Background: an optimization exercise with open tools, aiming at small area. Do not read the settings as production practice. Function was checked by simulation only, so behaviour that the tests miss may differ from the original. The clock port is modelled as an ideal driver; clocking choices that lean on that would not hold on a real chip. Power and IR drop assume default switching activity.

==> inputs of v18 <==
==> flow/design.v <==
module register
#(
  parameter int WORD_WIDTH = 1,
  parameter logic [WORD_WIDTH-1:0] RESET_VALUE = 0
)
(
  input  logic                  clk,
  input  logic                  rstn,
  input  logic                  ce,    
  input  logic [WORD_WIDTH-1:0] in,
  output logic [WORD_WIDTH-1:0] out
);
  always_ff @(posedge clk) begin
    if (~rstn)
      out <= RESET_VALUE;
    else if (ce)
      out <= in;
  end
endmodule
module counter #(
    parameter int WORD_WIDTH = 32,
    parameter logic [WORD_WIDTH-1:0] RESET_VALUE = 0
)(
    input  logic clk,
    input  logic rstn,
    input  logic ce,
    output logic [WORD_WIDTH-1:0] count
);
    logic [WORD_WIDTH-1:0] plus_one;
    register #(
        .WORD_WIDTH (WORD_WIDTH),
        .RESET_VALUE(RESET_VALUE)
    ) rvfi_order_reg (
        .clk (clk),
        .rstn(rstn),
        .ce  (ce),
        .in  (plus_one),
        .out (count)
    );
    assign plus_one = count + 1'b1;
endmodule
module shift_register
#(
  parameter int WORD_WIDTH = 1,
  parameter logic [WORD_WIDTH-1:0] RESET_VALUE = 0
)
(
  input  logic                  clk,
  input  logic                  rstn,
  input  logic                  ce,
  input  logic                  in,
  output logic [WORD_WIDTH-1:0] out
);
  register #(.WORD_WIDTH(WORD_WIDTH), .RESET_VALUE(RESET_VALUE))
  shift_register_inst(
    .clk  (clk),
    .rstn (rstn),
    .ce   (ce),
    .in   ({out[WORD_WIDTH-2:0], in}),
    .out  (out)
  );
endmodule
module obi_spi #(
  parameter int unsigned ADDR_WIDTH = 32,
  parameter int unsigned DATA_WIDTH = 32,
  parameter int unsigned NUM_SLAVES = 4
) (
  input logic clk_i,
  input logic rstn_i,
  input   logic                     obi_areq_i,
  output  logic                     obi_agnt_o,
  input   logic [ADDR_WIDTH-1:0]    obi_aaddr_i,
  input   logic [DATA_WIDTH-1:0]    obi_awdata_i,
  input   logic                     obi_awe_i,
  input   logic [DATA_WIDTH/8-1:0]  obi_abe_i,
  output  logic                     obi_rvalid_o,
  input   logic                     obi_rready_i,
  output  logic [DATA_WIDTH-1:0]    obi_rdata_o,
  output  logic                     obi_rerr_o,
  output  logic [NUM_SLAVES-1 : 0]  spi_ss_o,
  output  logic                     spi_sclk_o,
  output  logic                     spi_mosi_o,
  input   logic                     spi_miso_i,
  output  logic                     complete_o
);
  logic [7:0]  tx_q, rx_q;
  logic [15:0] div_q;
  logic [3:0]  ssn_q;         
  logic        complete_q;
  logic        w_q, r_q, done_q;
  logic [2:0]  idx_q;         
  logic        idx8_q;        
  logic [15:0] cnt_q;         
  logic        sclk_q, sclk_prev_q;
  logic        rvalid_q;
  logic [7:0]  rdata_lo_q;
  logic        rdata_div_q;
  logic addr_ok, a_tx, a_rx, a_div, a_ss, a_ctrl;
  assign addr_ok = ~|obi_aaddr_i[31:5] & ~|obi_aaddr_i[1:0];
  assign a_tx   = addr_ok & (obi_aaddr_i[4:2] == 3'd0);
  assign a_rx   = addr_ok & (obi_aaddr_i[4:2] == 3'd1);
  assign a_div  = addr_ok & (obi_aaddr_i[4:2] == 3'd2);
  assign a_ss   = addr_ok & (obi_aaddr_i[4:2] == 3'd3);
  assign a_ctrl = addr_ok & (obi_aaddr_i[4:2] == 3'd4);
  logic spi_idle, busy, wr, wr_idle;
  assign spi_idle = ~w_q & ~r_q;
  assign busy     = (w_q | r_q) & ~done_q;
  assign wr       = obi_areq_i & ~rvalid_q & obi_awe_i & obi_abe_i[0];
  assign wr_idle  = wr & spi_idle;
  assign obi_agnt_o   = ~rvalid_q;
  assign obi_rvalid_o = rvalid_q;
  assign obi_rerr_o   = 1'b0;
  always_ff @(posedge clk_i) begin
    if (~rstn_i) rvalid_q <= 1'b0;
    else rvalid_q <= rvalid_q ? ~obi_rready_i : obi_areq_i;
  end
  logic [15:0] div_d;
  assign div_d = (wr_idle & a_div) ? obi_awdata_i[15:0] : div_q;
  always_ff @(posedge clk_i) begin
    if (~rstn_i) begin
      tx_q  <= '0;
      div_q <= '0;
      ssn_q <= '1;
    end else begin
      if (wr_idle & a_tx) tx_q <= obi_awdata_i[7:0];
      div_q <= div_d;
      if (wr_idle & a_ss) ssn_q <= ~obi_awdata_i[3:0];
    end
  end
  always_ff @(posedge clk_i) begin
    if (~rstn_i) complete_q <= 1'b0;
    else if (wr & a_ctrl) complete_q <= obi_awdata_i[5];
    else if (done_q) complete_q <= 1'b1;
  end
  logic completed, start;
  assign completed = done_q & ~complete_q;
  assign start     = wr_idle & a_ctrl;
  always_ff @(posedge clk_i) begin
    if (~rstn_i | completed) begin
      w_q <= 1'b0;
      r_q <= 1'b0;
    end else begin
      if (start & obi_awdata_i[0]) w_q <= 1'b1;
      if (start & obi_awdata_i[1]) r_q <= 1'b1;
    end
  end
  always_ff @(posedge clk_i) begin
    if (~rstn_i) done_q <= 1'b0;
    else done_q <= (busy & idx8_q) | (done_q & complete_q);
  end
  logic cnt_zero, sclk_fall, sclk_rise;
  assign cnt_zero  = ~|cnt_q;
  assign sclk_fall = sclk_prev_q & ~sclk_q;
  assign sclk_rise = ~sclk_prev_q & sclk_q;
  always_ff @(posedge clk_i) begin
    if (~busy | cnt_zero) cnt_q <= div_d;
    else cnt_q <= cnt_q - 16'd1;
  end
  always_ff @(posedge clk_i) begin
    if (~rstn_i | &ssn_q) sclk_q <= 1'b0;
    else if (cnt_zero) sclk_q <= ~sclk_q;
  end
  always_ff @(posedge clk_i) begin
    if (~rstn_i) sclk_prev_q <= 1'b0;
    else sclk_prev_q <= sclk_q;
  end
  always_ff @(posedge clk_i) begin
    if (~rstn_i) begin
      idx_q  <= '0;
      idx8_q <= 1'b0;
    end else begin
      idx8_q <= sclk_fall & (&idx_q);
      if (sclk_fall) idx_q <= idx_q + 3'd1;
    end
  end
  always_ff @(posedge clk_i) begin
    if (~rstn_i) rx_q <= '0;
    else if (sclk_rise & r_q) rx_q <= {rx_q[6:0], spi_miso_i};
  end
  assign spi_ss_o   = ssn_q;
  assign spi_sclk_o = sclk_q;
  assign spi_mosi_o = w_q & ~r_q & ~done_q & ~idx8_q & tx_q[~idx_q];
  assign complete_o = complete_q;
  logic s_tx, s_rx, s_div, s_ss, s_ctrl;
  assign s_tx   = a_tx   & ~rvalid_q;
  assign s_rx   = a_rx   & ~rvalid_q;
  assign s_div  = a_div  & ~rvalid_q;
  assign s_ss   = a_ss   & ~rvalid_q;
  assign s_ctrl = a_ctrl & ~rvalid_q;
  always_ff @(posedge clk_i) begin
    rdata_lo_q <= ({8{rvalid_q}} & rdata_lo_q)
                | ({8{s_tx}}  & tx_q)
                | ({8{s_rx}}  & rx_q)
                | ({8{s_div}} & div_q[7:0])
                | ({8{s_ss}}  & {4'b0, ~ssn_q})
                | ({8{s_ctrl}} & {2'b0, complete_q, 2'b0, busy, r_q, w_q});
    rdata_div_q <= (rvalid_q & rdata_div_q) | s_div;
  end
  assign obi_rdata_o = {16'b0, {8{rdata_div_q}} & div_q[15:8], rdata_lo_q};
endmodule
==> flow/flow/run.sh <==
#!/bin/bash
# Standard ORFS layout (the standard.sh), with these changes:
#  - port buffers are buf_1 instead of the default clkdlybuf4s50_1,
#  - one tie cell drives all constant outputs,
#  - after floorplan, the combinational logic is re-mapped for area (OpenROAD restructure),
#  - CTS uses clkbuf_4 only and inserts no dummy loads,
#  - before repair_design, combinational cells go to their smallest drive strength,
#  - after CTS, clock buffers with an output slew over 110 ps become clkbuf_8.
# Each ORFS step's full log stays in orfs/logs/; make's own output goes to standard.log.
set -euo pipefail
export BUFFER_PORTS_ARGS="-buffer_cell sky130_fd_sc_hd__buf_1"
export SKIP_REPAIR_TIE_FANOUT=1
export CTS_ARGS="-sink_clustering_enable -repair_clock_nets -dont_use_dummy_load -buf_list sky130_fd_sc_hd__clkbuf_4"
export POST_FLOORPLAN_TCL="$PWD/flow/restructure.tcl"
export PRE_RESIZE_TCL="$PWD/flow/downsize.tcl"
export POST_CTS_TCL="$PWD/flow/clkbuf_upsize.tcl"
bash standard.sh > standard.log 2>&1
==> flow/flow/clkbuf_upsize.tcl <==
set db [ord::get_db]
set block [[$db getChip] getBlock]
set big [$db findMaster sky130_fd_sc_hd__clkbuf_8]
estimate_parasitics -placement
set swapped 0
foreach inst [$block getInsts] {
  set name [[$inst getMaster] getName]
  if {![string match "sky130_fd_sc_hd__clkbuf_*" $name] || $name eq "sky130_fd_sc_hd__clkbuf_8"} { continue }
  set out_net ""
  foreach iterm [$inst getITerms] {
    if {[$iterm isOutputSignal]} { set out_net [$iterm getNet] }
  }
  if {$out_net eq "" || [$out_net getSigType] ne "CLOCK"} { continue }
  set pin [get_pins -of_objects [get_cells [$inst getName]] -filter "direction==output"]
  set slew [get_property $pin slew_max]
  if {$slew > 0.110} {
    puts "clkbuf_upsize: [$inst getName] $name slew $slew -> sky130_fd_sc_hd__clkbuf_8"
    $inst swapMaster $big
    incr swapped
  }
}
if {$swapped > 0} {
  detailed_placement
  check_placement -verbose
  estimate_parasitics -placement
}
==> flow/flow/downsize.tcl <==
# Before repair_design: put every combinational cell at the smallest drive strength of its
# family (synthesis sizes for a far tighter clock than the design has); repair_design then
# upsizes wherever slew, capacitance or fanout need it.
set db [ord::get_db]
set block [[$db getChip] getBlock]
set smallest [dict create]
foreach lib [$db getLibs] {
  foreach m [$lib getMasters] {
    set n [$m getName]
    if {[regexp {^(sky130_fd_sc_hd__[a-z0-9]+)_([0-9]+)$} $n -> fam drv]} {
      set a [expr {[$m getWidth] * [$m getHeight]}]
      if {![dict exists $smallest $fam] || $a < [lindex [dict get $smallest $fam] 1]} {
        dict set smallest $fam [list $m $a]
      }
    }
  }
}
set n_swapped 0
foreach inst [$block getInsts] {
  set m [$inst getMaster]
  set n [$m getName]
  if {![regexp {^(sky130_fd_sc_hd__[a-z0-9]+)_([0-9]+)$} $n -> fam drv]} { continue }
  if {[regexp {__(df|edf|sdf|dl|clk|conb|tap|fill|decap|diode)} $n]} { continue }
  if {![dict exists $smallest $fam]} { continue }
  set best [lindex [dict get $smallest $fam] 0]
  if {[$best getName] ne $n} {
    $inst swapMaster $best
    incr n_swapped
  }
}
puts "downsize: swapped $n_swapped instances to their family's smallest cell"
==> flow/flow/restructure.tcl <==
# After floorplan: re-map the combinational logic for area with OpenROAD's restructure (ABC);
# the standard synthesis maps it for speed, and the 10 ns clock leaves ample slack.
# Registers are not touched. Afterwards one tie cell per constant value drives every constant
# load again.
set_dont_use $::env(DONT_USE_CELLS)
set rmp_dir $::env(OBJECTS_DIR)/restructure
file mkdir $rmp_dir
set lo [join $::env(TIELO_CELL_AND_PORT) /]
set hi [join $::env(TIEHI_CELL_AND_PORT) /]
# restructure's ABC reads the liberty file as it is, so give it a copy without the don't-use cells
set dont_use [dict create]
foreach c $::env(DONT_USE_CELLS) { dict set dont_use $c 1 }
set fin [open [lindex $::env(LIB_FILES) 0] r]
set fout [open $rmp_dir/lib_no_dont_use.lib w]
set skip 0
set depth 0
while {[gets $fin line] >= 0} {
  if {!$skip && [regexp {^\s*cell\s*\(\s*"?([A-Za-z0-9_]+)"?\s*\)} $line -> cname] && [dict exists $dont_use $cname]} {
    set skip 1
    set depth 0
  }
  if {$skip} {
    incr depth [expr {[string length $line] - [string length [string map {"\{" ""} $line]]}]
    incr depth [expr {[string length [string map {"\}" ""} $line]] - [string length $line]}]
    if {$depth <= 0 && [string first "\}" $line] >= 0} { set skip 0 }
    continue
  }
  puts $fout $line
}
close $fin
close $fout

report_design_area
restructure -target area -liberty_file $rmp_dir/lib_no_dont_use.lib \
  -tielo_port $lo -tiehi_port $hi -work_dir $rmp_dir -abc_logfile $rmp_dir/abc.log
report_design_area

# merge tie cells: keep the first tie cell of each kind, move every load of the others to it
set block [ord::get_db_block]
set keep [dict create]
foreach inst [$block getInsts] {
  set master [$inst getMaster]
  if {[$master getName] ne [lindex $::env(TIELO_CELL_AND_PORT) 0]} { continue }
  foreach iterm [$inst getITerms] {
    if {![$iterm isOutputSignal]} { continue }
    set net [$iterm getNet]
    if {$net eq "NULL" || $net eq ""} { continue }
    set port [[$iterm getMTerm] getName]
    if {![dict exists $keep $port]} {
      dict set keep $port $net
      continue
    }
    set knet [dict get $keep $port]
    foreach load [$net getITerms] {
      if {[$load isOutputSignal]} { continue }
      $load disconnect
      $load connect $knet
    }
    foreach bt [$net getBTerms] {
      # a constant output port: the kept net takes it over
      $bt disconnect
      $bt connect $knet
    }
  }
}
set removed 0
foreach inst [$block getInsts] {
  if {[[$inst getMaster] getName] ne [lindex $::env(TIELO_CELL_AND_PORT) 0]} { continue }
  set used 0
  foreach iterm [$inst getITerms] {
    if {[$iterm isOutputSignal] && [$iterm getNet] ne "NULL" && [$iterm getNet] ne ""} {
      set n [$iterm getNet]
      if {[llength [$n getITerms]] > 1 || [llength [$n getBTerms]] > 0} { set used 1 }
    }
  }
  if {!$used} {
    foreach iterm [$inst getITerms] {
      set n [$iterm getNet]
      if {$n ne "NULL" && $n ne ""} {
        $iterm disconnect
        if {[llength [$n getITerms]] == 0 && [llength [$n getBTerms]] == 0} { odb::dbNet_destroy $n }
      }
    }
    odb::dbInst_destroy $inst
    incr removed
  }
}
puts "restructure: removed $removed extra tie cells"
report_design_area
==> flow/standard.sh <==
#!/bin/bash
# synth_recipe.tcl (not shown) runs the flow's synth.tcl, then flattens the netlist and writes it again
# the make line also repeats each setting of config.mk as NAME=value (left out here)
make -C /OpenROAD-flow-scripts/flow DESIGN_CONFIG=/design/flow/config.mk WORK_HOME=/design/flow/orfs CLKGATE_MAP_FILE= SYNTH_SCRIPT=/design/flow/synth_recipe.tcl "${@:-finish}"
==> flow/config.mk <==
export PLATFORM = sky130hd
export DESIGN_NAME = obi_spi
export DESIGN_NICKNAME = obi_spi
export VERILOG_FILES = /design/flow/design.v
export SDC_FILE = /design/flow/constraint.sdc
export NUM_CORES = 4
export LEC_CHECK = 0
export CAP_MARGIN = 0
export CORE_MARGIN = 2
export CORE_UTILIZATION = 40
export SLEW_MARGIN = 0
==> flow/constraint.sdc <==
create_clock -name core_clock -period 10.0 [get_ports {clk_i}]
set_input_delay 2.0000 -clock core_clock [delete_from_list [all_inputs] [get_ports {clk_i}]]
set_output_delay 2.0000 -clock core_clock [all_outputs]
set_load 0.01 [all_outputs]
==> inputs of v25, as changes to v18 <==
--- a/flow/design.v
+++ b/flow/design.v
@@ -85,7 +85,7 @@
 );
   logic [7:0]  tx_q, rx_q;
   logic [15:0] div_q;
-  logic [3:0]  ssn_q;         
+  logic [3:0]  ss_q;
   logic        complete_q;
   logic        w_q, r_q, done_q;
   logic [2:0]  idx_q;         
@@ -120,11 +120,11 @@
     if (~rstn_i) begin
       tx_q  <= '0;
       div_q <= '0;
-      ssn_q <= '1;
+      ss_q  <= '0;
     end else begin
       if (wr_idle & a_tx) tx_q <= obi_awdata_i[7:0];
       div_q <= div_d;
-      if (wr_idle & a_ss) ssn_q <= ~obi_awdata_i[3:0];
+      if (wr_idle & a_ss) ss_q <= obi_awdata_i[3:0];
     end
   end
   always_ff @(posedge clk_i) begin
@@ -157,7 +157,7 @@
     else cnt_q <= cnt_q - 16'd1;
   end
   always_ff @(posedge clk_i) begin
-    if (~rstn_i | &ssn_q) sclk_q <= 1'b0;
+    if (~rstn_i | ~|ss_q) sclk_q <= 1'b0;
     else if (cnt_zero) sclk_q <= ~sclk_q;
   end
   always_ff @(posedge clk_i) begin
@@ -177,7 +177,7 @@
     if (~rstn_i) rx_q <= '0;
     else if (sclk_rise & r_q) rx_q <= {rx_q[6:0], spi_miso_i};
   end
-  assign spi_ss_o   = ssn_q;
+  assign spi_ss_o   = ~ss_q;
   assign spi_sclk_o = sclk_q;
   assign spi_mosi_o = w_q & ~r_q & ~done_q & ~idx8_q & tx_q[~idx_q];
   assign complete_o = complete_q;
@@ -192,7 +192,7 @@
                 | ({8{s_tx}}  & tx_q)
                 | ({8{s_rx}}  & rx_q)
                 | ({8{s_div}} & div_q[7:0])
-                | ({8{s_ss}}  & {4'b0, ~ssn_q})
+                | ({8{s_ss}}  & {4'b0, ss_q})
                 | ({8{s_ctrl}} & {2'b0, complete_q, 2'b0, busy, r_q, w_q});
     rdata_div_q <= (rvalid_q & rdata_div_q) | s_div;
   end
==> flow/flow/run.sh (replaced) <==
#!/bin/bash
# Standard ORFS layout (the standard.sh), with these changes:
#  - port buffers are buf_1 instead of the default clkdlybuf4s50_1,
#  - one tie cell drives all constant outputs,
#  - CTS uses clkbuf_4 only and inserts no dummy loads,
#  - before repair_design, combinational cells go to their smallest drive strength.
# Each ORFS step's full log stays in orfs/logs/; make's own output goes to standard.log.
set -euo pipefail
export BUFFER_PORTS_ARGS="-buffer_cell sky130_fd_sc_hd__buf_1"
export SKIP_REPAIR_TIE_FANOUT=1
export CTS_ARGS="-sink_clustering_enable -repair_clock_nets -dont_use_dummy_load -buf_list sky130_fd_sc_hd__clkbuf_4"
export PRE_RESIZE_TCL="$PWD/flow/downsize.tcl"
bash standard.sh > standard.log 2>&1
Settings changed: CAP_MARGIN 0 to 20, CORE_UTILIZATION 40 to 75, PLACE_DENSITY set to 0.9, SLEW_MARGIN 0 to 20.
removed: flow/flow/clkbuf_upsize.tcl
removed: flow/flow/restructure.tcl
==> inputs of v15, as changes to v18 <==
--- a/flow/design.v
+++ b/flow/design.v
@@ -85,7 +85,7 @@
 );
   logic [7:0]  tx_q, rx_q;
   logic [15:0] div_q;
-  logic [3:0]  ssn_q;         
+  logic [3:0]  ss_q;
   logic        complete_q;
   logic        w_q, r_q, done_q;
   logic [2:0]  idx_q;         
@@ -120,11 +120,11 @@
     if (~rstn_i) begin
       tx_q  <= '0;
       div_q <= '0;
-      ssn_q <= '1;
+      ss_q  <= '0;
     end else begin
       if (wr_idle & a_tx) tx_q <= obi_awdata_i[7:0];
       div_q <= div_d;
-      if (wr_idle & a_ss) ssn_q <= ~obi_awdata_i[3:0];
+      if (wr_idle & a_ss) ss_q <= obi_awdata_i[3:0];
     end
   end
   always_ff @(posedge clk_i) begin
@@ -157,7 +157,7 @@
     else cnt_q <= cnt_q - 16'd1;
   end
   always_ff @(posedge clk_i) begin
-    if (~rstn_i | &ssn_q) sclk_q <= 1'b0;
+    if (~rstn_i | ~|ss_q) sclk_q <= 1'b0;
     else if (cnt_zero) sclk_q <= ~sclk_q;
   end
   always_ff @(posedge clk_i) begin
@@ -177,7 +177,7 @@
     if (~rstn_i) rx_q <= '0;
     else if (sclk_rise & r_q) rx_q <= {rx_q[6:0], spi_miso_i};
   end
-  assign spi_ss_o   = ssn_q;
+  assign spi_ss_o   = ~ss_q;
   assign spi_sclk_o = sclk_q;
   assign spi_mosi_o = w_q & ~r_q & ~done_q & ~idx8_q & tx_q[~idx_q];
   assign complete_o = complete_q;
@@ -192,7 +192,7 @@
                 | ({8{s_tx}}  & tx_q)
                 | ({8{s_rx}}  & rx_q)
                 | ({8{s_div}} & div_q[7:0])
-                | ({8{s_ss}}  & {4'b0, ~ssn_q})
+                | ({8{s_ss}}  & {4'b0, ss_q})
                 | ({8{s_ctrl}} & {2'b0, complete_q, 2'b0, busy, r_q, w_q});
     rdata_div_q <= (rvalid_q & rdata_div_q) | s_div;
   end
--- a/flow/flow/run.sh
+++ b/flow/flow/run.sh
@@ -5,7 +5,7 @@
 #  - after floorplan, the combinational logic is re-mapped for area (OpenROAD restructure),
 #  - CTS uses clkbuf_4 only and inserts no dummy loads,
 #  - before repair_design, combinational cells go to their smallest drive strength,
-#  - after CTS, clock buffers with an output slew over 110 ps become clkbuf_8.
+#  - after CTS, clock buffers with an output slew over 100 ps become clkbuf_8.
 # Each ORFS step's full log stays in orfs/logs/; make's own output goes to standard.log.
 set -euo pipefail
 export BUFFER_PORTS_ARGS="-buffer_cell sky130_fd_sc_hd__buf_1"
--- a/flow/flow/clkbuf_upsize.tcl
+++ b/flow/flow/clkbuf_upsize.tcl
@@ -13,7 +13,7 @@
   if {$out_net eq "" || [$out_net getSigType] ne "CLOCK"} { continue }
   set pin [get_pins -of_objects [get_cells [$inst getName]] -filter "direction==output"]
   set slew [get_property $pin slew_max]
-  if {$slew > 0.110} {
+  if {$slew > 0.100} {
     puts "clkbuf_upsize: [$inst getName] $name slew $slew -> sky130_fd_sc_hd__clkbuf_8"
     $inst swapMaster $big
     incr swapped
Settings changed: CAP_MARGIN 0 to 20, SLEW_MARGIN 0 to 20.
==> comparison <==
Fmax: v18 < v15 < v25.
Of v18 and v25, v18 has the higher critical path depth (gap 6).
The highest global-route usage belongs to v25, the lowest to v15.
In v15 the final area is lower than in v25, by 7.5%.
In clock-buffer cell count, v18 and v15 do not differ.
Sequential cell count is the same in v15 and v18.
Worst hold slack, highest first: v25, v15, v18.
Register-to-register slack: v18 < v15 < v25.
Power: v15 > v18 > v25.

## port drivers added, routing unchanged
How much do the figures lean on ideal ports? The routed layouts below were timed once more, with nothing changed but the port constraints. Step 1 (the two cells are an assumption about what drives the block):
set clk [get_ports {clk_i}]
set_driving_cell -lib_cell sky130_fd_sc_hd__clkbuf_16 $clk
set_driving_cell -lib_cell sky130_fd_sc_hd__buf_2 [delete_from_list [all_inputs] $clk]
Step 2 adds t to the input delays and takes it off the output delays; t is the mean of the earliest and latest rising clock arrival at the registers after step 1. Input paths then give back, and output paths get back, about the clock's delay inside the block. Three values: ideal ports, drivers, drivers and shift; two values: the first two.
run | t (ns) | slack for setup (ns) | cell pins on the clock port's net
v18 | 0.362 | 4.072 / 4.079 / 3.717 | 1
v25 | 0.436 | 6.223 / 6.194 / 5.939 | 1
v15 | 0.353 | 4.227 / 4.231 / 3.879 | 1
After both steps setup and hold are still met in every run listed. For v18, which loses most, drivers alone change the setup slack by +0.007 ns; drivers and shift together by -0.355 ns.
